Background: an optimization exercise with open tools, aiming at small area and a short achievable clock period. Do not read the settings as production practice.
At most, simulation tests tie the RTL to the original design; equivalence was not proved.
Function not checked in run 2: the RTL went through the layout flow alone.
No activity file was given, so power comes from the tool's default toggle rates.

==> flow/design.v, too long to show whole: its modules and the start of the top module <==
// module divmodder: 2503 lines
module divmodder #(parameter WIDTH = 32, parameter LATENCY = 4) (
  input clock, input reset,
  input [WIDTH-1:0] in1, input [WIDTH-1:0] in2,
  output [WIDTH-1:0] div, output [WIDTH-1:0] mod);
  // ...
==> flow/flow/run.sh <==
#!/bin/bash
# The standard layout, with plain buf_1 cells as the port buffers
# (instead of the default delay-buffer cells), and timing repair asked
# to leave a setup margin, so that it speeds up the critical paths.
set -euo pipefail
bash standard.sh "BUFFER_PORTS_ARGS=-buffer_cell sky130_fd_sc_hd__buf_1" "SETUP_SLACK_MARGIN=65" finish > standard.log 2>&1
==> flow/standard.sh <==
#!/bin/bash
# synth_recipe.tcl (not shown) runs the flow's synth.tcl, then flattens the netlist and writes it again
# the make line also repeats each setting of config.mk as NAME=value (left out here)
make -C /OpenROAD-flow-scripts/flow DESIGN_CONFIG=/design/flow/config.mk WORK_HOME=/design/flow/orfs CLKGATE_MAP_FILE= SYNTH_SCRIPT=/design/flow/synth_recipe.tcl "${@:-finish}"
==> flow/config.mk <==
export PLATFORM = sky130hd
export DESIGN_NAME = divmodder
export DESIGN_NICKNAME = divmodder
export VERILOG_FILES = /design/flow/design.v
export SDC_FILE = /design/flow/constraint.sdc
export NUM_CORES = 4
export LEC_CHECK = 0
export ABC_AREA = 1
export CAP_MARGIN = 20
export CORE_MARGIN = 2
export CORE_UTILIZATION = 40
export SLEW_MARGIN = 20
==> flow/constraint.sdc <==
create_clock -name core_clock -period 85.0 [get_ports {clock}]
set_input_delay 17.0000 -clock core_clock [delete_from_list [all_inputs] [get_ports {clock}]]
set_output_delay 17.0000 -clock core_clock [all_outputs]
set_load 0.01 [all_outputs]
==> impl_results.md, run 1 <==
* Critical path class: flop to primary output
* Post-layout util at 47.2%
* Inverters excl. clock at 693
* Status: complete, no violations
* Cts bufs inserted at 41
* Layout non-clock buf frac at 4.77%
* Post-Synth XOR/XNOR Area at 5.88%
* Power in the clock group at 0.189 mW
* Peak VDD IR at 0.0177 mV
* Num rows at 108
* Period minus WS final at 20510 ps
* Flop pwr share at 26.8%
* Placed insts at 6369
* Crit path buf inv count at 4
* Ranking of synthesized cells by area: dfxtp_1 19%, ha_1 17%, nand2_1 15%, nand3_1 8.5%, fa_1 7.3%
* M2 GR Usage at 37.4%
* Post-synthesis cell area at 0.0353 mm2
* Grt met1 use at 27.7%
* CP Depth at 19
* HPWL Detailed at 75.3 mm
* Die area at 0.0907 mm2
* Sequential Power at 0.176 mW
* Crit path arrival time at 3510 ps
* Met3 wire length at 3.11 mm
* Clock network area share at 3.52%
* Register Area at 0.00660 mm2
* Congestion Overflow GR at 0
* Share of layout cells above drive strength 1 at 12.1%
* Worst setup EP type: primary output
* Clk slew on worst S/H paths at 60 ps
* PnR worst setup slack at 64490 ps
* Worst r2r path cells at 124
* Synth unique cells at 58
* Combinational power at 0.291 mW
* Reg-to-reg slack, setup at 66160 ps
* Placed inst area at 0.0370 mm2
* Post-CTS setup buffers at 54
* Lkg Pwr at 21.2 nW
* Commonest non-fill, non-tap cell in the layout: nand2_1
* CP max FO at 4
* Detail Route Antenna Nets at 0
* Total power at 0.655 mW
* First-pass GRT wire length at 158 mm
* Post-synthesis compound-gate area fraction at 10.0%
* Die width at 301 um
==> run 2, diff against run 1 <==
--- a/flow/design.v
+++ b/flow/design.v
@@ -19,56 +19,56 @@
   wire [1:0] gg1 = ~t1 & dd1;
   wire G1_1 = gg1[1] | (pg1[1] & gg1[0]);
   wire P1_1 = pg1[1] & pg1[0];
   wire [2:0] bw1 = {G1_1, gg1[0], 1'b0};
   wire [1:0] df1 = ~pg1 ^ bw1[1:0];
   wire ge1 = ~bw1[2] & ~hi1;
   wire [1:0] r2 = ge1 ? df1 : t1;
   wire [1:0] q2 = {q1, ge1};
-  wire [2:0] t2 = {r2, in1[29]};
-  wire hi2 = |in2[31:3];
-  wire [2:0] dd2 = in2[2:0];
+  reg [31:0] s1_d;
+  always @(posedge clock) s1_d <= in2;
+  reg [29:0] s1_a;
+  always @(posedge clock) s1_a <= in1[29:0];
+  reg [1:0] s1_r;
+  always @(posedge clock) s1_r <= r2;
+  reg [1:0] s1_q;
+  always @(posedge clock) s1_q <= q2;
+  wire [2:0] t2 = {s1_r, s1_a[29]};
+  wire hi2 = |s1_d[31:3];
+  wire [2:0] dd2 = s1_d[2:0];
   wire [2:0] pg2 = ~(t2 ^ dd2);
   wire [2:0] gg2 = ~t2 & dd2;
   wire G2_1 = gg2[1] | (pg2[1] & gg2[0]);
   wire P2_1 = pg2[1] & pg2[0];
   wire G2_2 = gg2[2] | (pg2[2] & G2_1);
   wire P2_2 = pg2[2] & P2_1;
   wire [3:0] bw2 = {G2_2, G2_1, gg2[0], 1'b0};
   wire [2:0] df2 = ~pg2 ^ bw2[2:0];
   wire ge2 = ~bw2[3] & ~hi2;
   wire [2:0] r3 = ge2 ? df2 : t2;
-  wire [2:0] q3 = {q2, ge2};
-  reg [31:0] s1_d;
-  always @(posedge clock) s1_d <= in2;
-  reg [28:0] s1_a;
-  always @(posedge clock) s1_a <= in1[28:0];
-  reg [2:0] s1_r;
-  always @(posedge clock) s1_r <= r3;
-  reg [2:0] s1_q;
-  always @(posedge clock) s1_q <= q3;
-  wire [3:0] t3 = {s1_r, s1_a[28]};
+  wire [2:0] q3 = {s1_q, ge2};
+  wire [3:0] t3 = {r3, s1_a[28]};
   wire hi3 = |s1_d[31:4];
   wire [3:0] dd3 = s1_d[3:0];
   wire [3:0] pg3 = ~(t3 ^ dd3);
   wire [3:0] gg3 = ~t3 & dd3;
   wire G3_1 = gg3[1] | (pg3[1] & gg3[0]);
   wire P3_1 = pg3[1] & pg3[0];
   wire G3_2 = gg3[3] | (pg3[3] & gg3[2]);
   wire P3_2 = pg3[3] & pg3[2];
   wire G3_3 = gg3[2] | (pg3[2] & G3_1);
   wire P3_3 = pg3[2] & P3_1;
   wire G3_4 = G3_2 | (P3_2 & G3_1);
   wire P3_4 = P3_2 & P3_1;
   wire [4:0] bw3 = {G3_4, G3_3, G3_1, gg3[0], 1'b0};
   wire [3:0] df3 = ~pg3 ^ bw3[3:0];
   wire ge3 = ~bw3[4] & ~hi3;
   wire [3:0] r4 = ge3 ? df3 : t3;
-  wire [3:0] q4 = {s1_q, ge3};
+  wire [3:0] q4 = {q3, ge3};
   wire [4:0] t4 = {r4, s1_a[27]};
   wire hi4 = |s1_d[31:5];
   wire [4:0] dd4 = s1_d[4:0];
   wire [4:0] pg4 = ~(t4 ^ dd4);
   wire [4:0] gg4 = ~t4 & dd4;
   wire G4_1 = gg4[1] | (pg4[1] & gg4[0]);
   wire P4_1 = pg4[1] & pg4[0];
   wire G4_2 = gg4[3] | (pg4[3] & gg4[2]);
==> impl_results.md, run 2 <==
* Setup TNS at 0 ps (unchanged)
* Clk slew on worst S/H paths at 80 ps (was 60 ps)
* Die Y-Extent at 302 um (was 301 um)
* Lkg Pwr at 21.6 nW (was 21.2 nW)
* RePlAce Congestion at 0.882 (was 0.859)
* Worst Path Required at 68000 ps (about the same)
* RSZ-0062 raised after global routing: yes (unchanged)
* Vias at 33004 (was 33203)
* Final instance area at 0.0422 mm2 (was 0.0411 mm2)
* Num rows at 109 (was 108)
* CTS tree: built (unchanged)
* Post-synth EDFFs at 0 (unchanged)
* Pin count of the biggest net entering global routing at 45 (was 43)
* Num Clock Sinks at 326 (was 327)
* Congestion Overflow GR at 0 (unchanged)
* Worst setup EP type: primary output (unchanged)
* Multi-input combinational cell area at 0.0275 mm2 (was 0.0270 mm2)
* Post-synth ARST share at 0% (unchanged)
* Clk_skew at 57.5 ps (was 25.3 ps)
* I/O Buffers at 128 (unchanged)
* Cells after Synth at 5094 (was 5147)
* Fill cells at 8867 (was 8835)
* Final setup violating endpoints at 0 (unchanged)
* Synth unique cells at 69 (was 58)
* Routed WL at 98.4 mm (was 97.9 mm)
* Total core area at 0.0884 mm2 (was 0.0872 mm2)
* All-Layer GR Usage at 20.7% (was 21.2%)
* Period utilisation layout at 24.2% (was 24.1%)
* Total power at 0.662 mW (was 0.655 mW)
* Number of antenna violations at the first check in global routing at 4 (was 1)
* Worst slew pin tran at 819 ps (was 782 ps)
* Post-synth top cells: 1301 x nand2_1, 647 x inv_1, 576 x nand3_1, 493 x ha_1, 326 x dfxtp_1 (was 1376 x nand2_1, 672 x inv_1, 601 x nand3_1, 493 x ha_1, 327 x dfxtp_1)
* Pre-antenna DRT Iters at 5 (was 7)
* Post-synthesis cell area at 0.0356 mm2 (was 0.0353 mm2)
* Period minus WS final at 20540 ps (was 20510 ps)
* Cell accounting for the most synthesized area: dfxtp_1 (unchanged)
* Slew HR at 44.9% (was 47.8%)
* FF+latch count, synth at 326 (was 327)
* First-pass GRT wire length at 154 mm (was 158 mm)
* Residual DRC count at 0 (unchanged)
* Worst Hold Class: flop to flop (unchanged)
* CTS Buffer Depth at 3 (unchanged)
* Commonest non-fill, non-tap cell in the layout: nand2_1 (unchanged)
* Status: complete, no violations (unchanged)
* Max Fclk at 0.0487 GHz (about the same)
* Detail Route Antenna Nets at 0 (unchanged)
* Die width at 302 um (was 301 um)
* Seq/Total Area, Yosys at 18.3% (was 18.5%)
* Placed inst area at 0.0372 mm2 (was 0.0370 mm2)
* Initial Util at 40.3% (was 40.5%)
* Cts bufs inserted at 40 (was 41)
* WL/cell at 14.9 um (about the same)
* CP Launch Type: flop (unchanged)
* Avg Cell Area, Syn at 6.99 um2 (was 6.86 um2)
* Peak VDD IR at 0.0185 mV (was 0.0177 mV)
* Critical path class: flop to primary output (unchanged)
* Hold Vio Cnt, Final at 0 (unchanged)
* HPWL Detailed at 74.2 mm (was 75.3 mm)
* Die area at 0.0915 mm2 (was 0.0907 mm2)
* Main synth FF type: dfxtp_1 (unchanged)
* Syn_nets at 5781 (was 5834)
* Total of max-cap violations at 0 (unchanged)
* Share of layout cells above drive strength 1 at 15.4% (was 12.1%)
* Crit path arrival time at 3540 ps (was 3510 ps)
* Yosys Warn Count at 1 (unchanged)
* Count leader, synth: nand2_1 (unchanged)
* Area share of the largest cell type after synthesis at 18.3% (was 18.5%)
* CP max FO at 7 (was 4)
* Worst skew pair latency at 640 ps (was 590 ps)
* Number of global-route vias before repair at 31020 (was 31421)
* Ranking of synthesized cells by area: dfxtp_1 18%, ha_1 17%, nand2_1 14%, nand3_1 8.1%, fa_1 7.2% (was dfxtp_1 19%, ha_1 17%, nand2_1 15%, nand3_1 8.5%, fa_1 7.3%)
* Fin cells at 6597 (was 6588)
* Top-Level Pins at 130 (unchanged)
* Starting DRT DRC Count at 1602 (was 1762)
* Synthesis-to-layout area growth at 18.5% (was 16.4%)
* Nets at 6090 (was 6088)
* Pwr Density at 15.7 mW/mm2 (was 15.9 mW/mm2)
* Root cell of the clock tree: clkbuf_16 (unchanged)
* Placed insts at 6329 (was 6369)
* CTS H-tree lvls at 2 (unchanged)
* Most frequent cells in the layout: 1231 x nand2_1, 626 x inv_1, 560 x nand3_1, 467 x ha_1, 305 x dfxtp_1 (was 1339 x nand2_1, 650 x inv_1, 590 x nand3_1, 482 x ha_1, 300 x dfxtp_1)
* Max Slew Vio Count at 0 (unchanged)
* Register Area at 0.00656 mm2 (was 0.00660 mm2)
* Via/cell ratio at 5.00 (was 5.04)
-- run 2: changes by cell type in the layout (fill, tap and decap cells not counted), sizes merged, moves of 7 or more --
| cell | before | now |
|---|---|---|
| o21ai | 157 | 174 |
| and2 | 92 | 101 |
| a211oi | 14 | 7 |
| xnor2 | 96 | 84 |
| or2 | 103 | 92 |
| xor2 | 141 | 158 |
| o21a | 16 | 7 |
| nand2 | 1397 | 1347 |
| a31oi | 11 | 22 |
| buf | 274 | 329 |
| a21o | 41 | 33 |
-- run 2: cells by family after synthesis --
family	after synthesis	share of synthesized area, %
xor gates and xnor gates	242	5.95
DFF	326	18.3
buffers and inverters	770	8.86
adders and majority gates	621	24.5
AOI/OAI and AO/OA	603	10.0
and+or+nand+nor	2530	32.3
muxes	2	0.0562
-- run 2: per-layer routing --
metal  track usage, %  part of all wire (%)
met1             26.4                    45
met3             2.12                   3.7
met5                0                     0
met4             6.97                   3.5
met2             36.5                    48
-- run 2: final cells by class --
cell class,instances,area share [%]
Sequential cell,326,15.5
Antenna cell,1,0.00593
Clock inverter,23,0.729
Clock buffer,47,2.48
Timing Repair inverter,5,0.107
Multi-Input combinational cell,4009,65.2
Tap cell,1165,3.45
Timing Repair Buffer,335,5.93
Inverter,686,6.51
-- run 2: power by group --
| group | internal, mW | switching (mW) | total (mW) |
|---|---|---|---|
| combinational | 0.133 | 0.177 | 0.310 |
| sequential | 0.164 | 0.0113 | 0.175 |
| clock | 0.102 | 0.0745 | 0.177 |
-- run 2: worst paths after layout --
kind,start,endpoint,slack (ps),cells past startpoint
max,s4_a,mod[17],64460,22
min,s1_a[10],s2_a[10],310,0
max reg2reg,s1_d[0],s2_r[0],65870,121
min reg2reg,s1_a[10],s2_a[10],310,0
-- run 2: critical path: stages, from the launching register on --
cell and delay, ps:
dfxtp_2 320, inv_2 50, ha_4 110, inv_2 30
fa_2 330, inv_2 70, nand3_2 60, nand2_2 70
nand3_2 60, nand2_2 80, a21o_1 140, nand2_1 70
nand2_2 100, a21oi_4 80, o21ai_2 170, nand2_2 120
nand2_8 130, inv_4 40, fa_2 350, xor2_1 200
nand2_1 90, o21ai_1 90, buf_2 150
-- run 2: repair_timing --
action | in CTS | in global routing
gates resized for setup | 199 | 333
setup buffers | 74 | 94
endpoints found under the hold margin | 0 | 0
gates cloned | 11 | 18
hold buffers | 0 | 0
setup endpoints to repair | 102 | 104
pin swaps | 34 | 103
-- run 2: through the flow --
| step | hold WS [ps] | utilization (%) | setup slack (ps) |
|---|---|---|---|
| finish | 306 | 47.8 | 64460 |
| global route | 320 | 47.8 | 64280 |
| CTS | 307 | 45.1 | 64520 |
| detailed placement | 312 | 42.1 | 61820 |
| global placement | 310 | 42.1 | 62030 |
| floorplan | 310 | - | 65310 |

==> separate check: timing with driven ports <==
No port has a modelled driver above. Below, the same layouts with a new extraction and two added sets of constraints. Step 1 sets driving cells, clkbuf_16 on the clock port and buf_2 on the other inputs (assumed; they add their load-dependent delay and slew). Step 2 also shifts input and output timing later by t, the mid clock arrival at the registers, as if the neighbouring blocks saw the same clock. a / b / c = ideal ports / drivers / drivers and shift; a / b = the first two.
run | t, ns | slack for setup (ns) | hold slack, ns | worst setup path at the end
run 1 | 0.644 | 64.486 / 64.421 / 64.185 | 0.326 / 0.326 / 0.326 | input to register
run 2 | 0.684 | 64.461 / 64.391 / 64.917 | 0.306 / 0.306 / 0.306 | input to register
After both steps setup and hold are still met in every run listed. For run 1, which loses most, drivers alone change the setup slack by -0.065 ns; drivers and shift together by -0.301 ns.
